Background: an optimization exercise with open tools, aiming at small area. Do not read the settings as production practice.
Function was checked by simulation only, so behaviour that the tests miss may differ from the original.
The clock input has no modelled driver; a real chip could not lean on it and would need a root buffer or a full tree.
No activity file was given, so power comes from the tool's default toggle rates.

Design chasi, start of the top module:
module chasi(
    input clk,
    input reset,
    input w_button2, w_button3, w_button4,
    output [6:0] ss1, ss3, ss4, ss5, ss6, ss7, ss8
);
Size in the first run: roughly 56 flip-flops, roughly 54 I/O pins, roughly 0.0024 mm² of cells after synthesis.
==> flow/config.mk <==
export PLATFORM = sky130hd
export DESIGN_NAME = chasi
export DESIGN_NICKNAME = chasi
export VERILOG_FILES = /design/flow/design.v
export SDC_FILE = /design/flow/constraint.sdc
export NUM_CORES = 4
export LEC_CHECK = 0
export ABC_AREA = 1
export CAP_MARGIN = 20
export CORE_MARGIN = 2
export CORE_UTILIZATION = 40
export SLEW_MARGIN = 20
==> flow/constraint.sdc <==
create_clock -name core_clock -period 10.0 [get_ports {clk}]
set_input_delay 2.0000 -clock core_clock [delete_from_list [all_inputs] [get_ports {clk}]]
set_output_delay 2.0000 -clock core_clock [all_outputs]
set_load 0.01 [all_outputs]
standard.sh (not shown) runs the stock make flow with config.mk's settings and CLKGATE_MAP_FILE= SYNTH_SCRIPT=/design/flow/synth_recipe.tcl, a recipe that flattens the netlist after the stock synthesis.
==> flow/flow/run.sh <==
#!/bin/bash
# Own layout flow: the standard flow (standard.sh) with three changes that only make the
# layout smaller:
#  - synthesis is the standard flow's own synthesis script, except that ABC maps with flow/abc.script
#    (area-oriented mapping, no delay-driven buffering or upsizing);
#  - ports are buffered with sky130_fd_sc_hd__buf_1 instead of the default buffer cell;
#  - clock tree synthesis uses small clock buffers and no dummy loads.
# Each tool's full output goes to the log files of ORFS (orfs/logs/...) and to make.log here.
set -euo pipefail
W=$PWD
cat > "$W/own_synth.tcl" <<EOF
proc abc {args} {
  set i [lsearch -exact \$args -script]
  if { \$i >= 0 } { lset args [expr { \$i + 1 }] $W/flow/abc.script }
  yosys abc {*}\$args
}
source $W/synth_recipe.tcl
EOF
CTS="-sink_clustering_enable -repair_clock_nets -dont_use_dummy_load"
CTS="$CTS -buf_list sky130_fd_sc_hd__clkbuf_8 -root_buf sky130_fd_sc_hd__clkbuf_8 -sink_clustering_size 60 -sink_clustering_max_diameter 200"
bash "$W/standard.sh" \
  "SYNTH_SCRIPT=$W/own_synth.tcl" \
  "BUFFER_PORTS_ARGS=-buffer_cell sky130_fd_sc_hd__buf_1" \
  "CTS_ARGS=$CTS" \
  finish > "$W/make.log" 2>&1
==> flow/flow/abc.script <==
strash
dch -f
amap
topo
Change:
--- a/flow/flow/run.sh
+++ b/flow/flow/run.sh
@@ -19,3 +19,3 @@
 CTS="-sink_clustering_enable -repair_clock_nets -dont_use_dummy_load"
-CTS="$CTS -buf_list sky130_fd_sc_hd__clkbuf_8 -root_buf sky130_fd_sc_hd__clkbuf_8 -sink_clustering_size 60 -sink_clustering_max_diameter 200"
+CTS="$CTS ${CTS_EXTRA:-}"
 bash "$W/standard.sh" \
Clock-buffer cell count does not change. Maximum frequency does not change. Clock skew does not change. Synthesized cell count does not change.
Change:
--- a/flow/flow/run.sh
+++ b/flow/flow/run.sh
@@ -19,3 +19,2 @@
 CTS="-sink_clustering_enable -repair_clock_nets -dont_use_dummy_load"
-CTS="$CTS ${CTS_EXTRA:-}"
 bash "$W/standard.sh" \
Result: The new run completed with no timing, DRC or antenna violations. Via count is unchanged. Power stays the same. Worst hold slack does not change. First-iteration DRC count does not change. Die area stays the same. Utilization does not change. Worst setup slack is unchanged. Cell area does not change. Clock-buffer cell count is unchanged.

---

Another version of the RTL of chasi (not shown whole).
Size: about 290 cells after synthesis.
Settings: LEC_CHECK=0, ABC_AREA=1, CAP_MARGIN=20, CORE_MARGIN=2, CORE_UTILIZATION=85, SLEW_MARGIN=20; clock period 10.0 ns.
==> flow/flow/run.sh <==
#!/bin/bash
# Own layout flow: the standard flow (standard.sh) with these changes, which only make the
# layout smaller:
#  - synthesis is the standard flow's own synthesis script, except that ABC maps with flow/abc.script
#    (area-oriented mapping, no delay-driven buffering or upsizing) and that Yosys does not
#    extract half/full adders before ABC (ADDER_MAP_FILE empty);
#  - ports are buffered with sky130_fd_sc_hd__buf_1 instead of the default buffer cell;
#  - after clock tree synthesis, flow/post_cts.tcl (POST_CTS_TCL) replaces the clock tree with
#    four buffers fed from the clock port, each driving a cluster of flip-flops
#    (flow/clock_tree.tcl); buf_6, or buf_4 for a cluster of at most 12.
# Each tool's full output goes to the log files of ORFS (orfs/logs/...) and to make.log here.
set -euo pipefail
W=$PWD
cat > "$W/own_synth.tcl" <<EOF
proc abc {args} {
  set i [lsearch -exact \$args -script]
  if { \$i >= 0 } { lset args [expr { \$i + 1 }] $W/flow/abc.script }
  yosys abc {*}\$args
}
source $W/synth_recipe.tcl
EOF
CTS="-sink_clustering_enable -repair_clock_nets -dont_use_dummy_load"
bash "$W/standard.sh" \
  "SYNTH_SCRIPT=$W/own_synth.tcl" \
  "ADDER_MAP_FILE=" \
  "BUFFER_PORTS_ARGS=-buffer_cell sky130_fd_sc_hd__buf_1" \
  "CTS_ARGS=$CTS" \
  "POST_CTS_TCL=$W/flow/post_cts.tcl" \
  finish > "$W/make.log" 2>&1
==> flow/flow/post_cts.tcl <==
# POST_CTS_TCL hook: replace the clock tree with a smaller one of the same shape (one level of
# buffers, each driving a cluster of nearby flip-flops, all fed from the clock port), then
# legalise the new buffers.
source [file join [file dirname [info script]] clock_tree.tcl]
remove_clock_tree
build_tree 4 sky130_fd_sc_hd__buf_6 none sky130_fd_sc_hd__buf_4 16
detailed_placement
estimate_parasitics -placement
report_clock_skew
Scripts as last shown in full above: flow/flow/abc.script
Other scripts of this flow, unchanged in this note and not shown: flow/flow/clock_tree.tcl
The starting point died in 3_1_place_gp_skip_io.
Change:
--- a/flow/flow/post_cts.tcl
+++ b/flow/flow/post_cts.tcl
@@ -5,3 +5,3 @@
 remove_clock_tree
-build_tree 4 sky130_fd_sc_hd__buf_6 none sky130_fd_sc_hd__buf_4 16
+build_tree 4 sky130_fd_sc_hd__buf_6 none sky130_fd_sc_hd__buf_4 12
 detailed_placement
CORE_UTILIZATION = 70   (was 85)
This time the run went through all stages and came out clean.
Synthesized area is unchanged.
Synthesized cell count does not change.
Change:
--- a/flow/flow/post_cts.tcl
+++ b/flow/flow/post_cts.tcl
@@ -5,3 +5,3 @@
 remove_clock_tree
-build_tree 4 sky130_fd_sc_hd__buf_6 none sky130_fd_sc_hd__buf_4 12
+build_tree 4 sky130_fd_sc_hd__buf_6 none sky130_fd_sc_hd__buf_4 14
 detailed_placement
CORE_UTILIZATION = 85   (was 70)
With this change the flow did not get past 3_1_place_gp_skip_io on GPL-0301.
Area after synthesis does not change.
Synthesized cell count stays the same.
In the second run of this note the design's own scripts or RTL, not TritonCTS, make the clock network.

[port drivers added, routing unchanged]
In the flow no input, the clock included, has a driving cell. The finished layouts below were timed again as built, in two steps.
Step 1 sets driving cells, clkbuf_16 on the clock port and buf_2 on the other inputs (assumed; they add their load-dependent delay and slew).
Step 2 also shifts input and output timing later by t, the mid clock arrival at the registers, as if the neighbouring blocks saw the same clock.
Three values: no drivers, after step 1, after step 2; two values: the first two.
run | shift t [ns] | setup WS [ns] | worst hold slack (ns) | latest minus earliest clock arrival (ns) | pins driven straight from the clock port
the first run of note 1 | 0.314 | 5.868 / 5.872 / 5.559 | 0.350 / 0.350 / 0.350 | 0.009 / 0.009 | 1
the second run of note 1 | 0.314 | 5.868 / 5.872 / 5.559 | 0.350 / 0.350 / 0.350 | 0.009 / 0.009 | 1
the third run of note 1 | 0.314 | 5.868 / 5.872 / 5.559 | 0.350 / 0.350 / 0.350 | 0.009 / 0.009 | 1
the second run of note 2 | 0.178 | 5.555 / 5.577 / 5.399 | 0.351 / 0.351 / 0.351 | 0.010 / 0.011 | 4
After both steps every run listed still meets setup and hold.
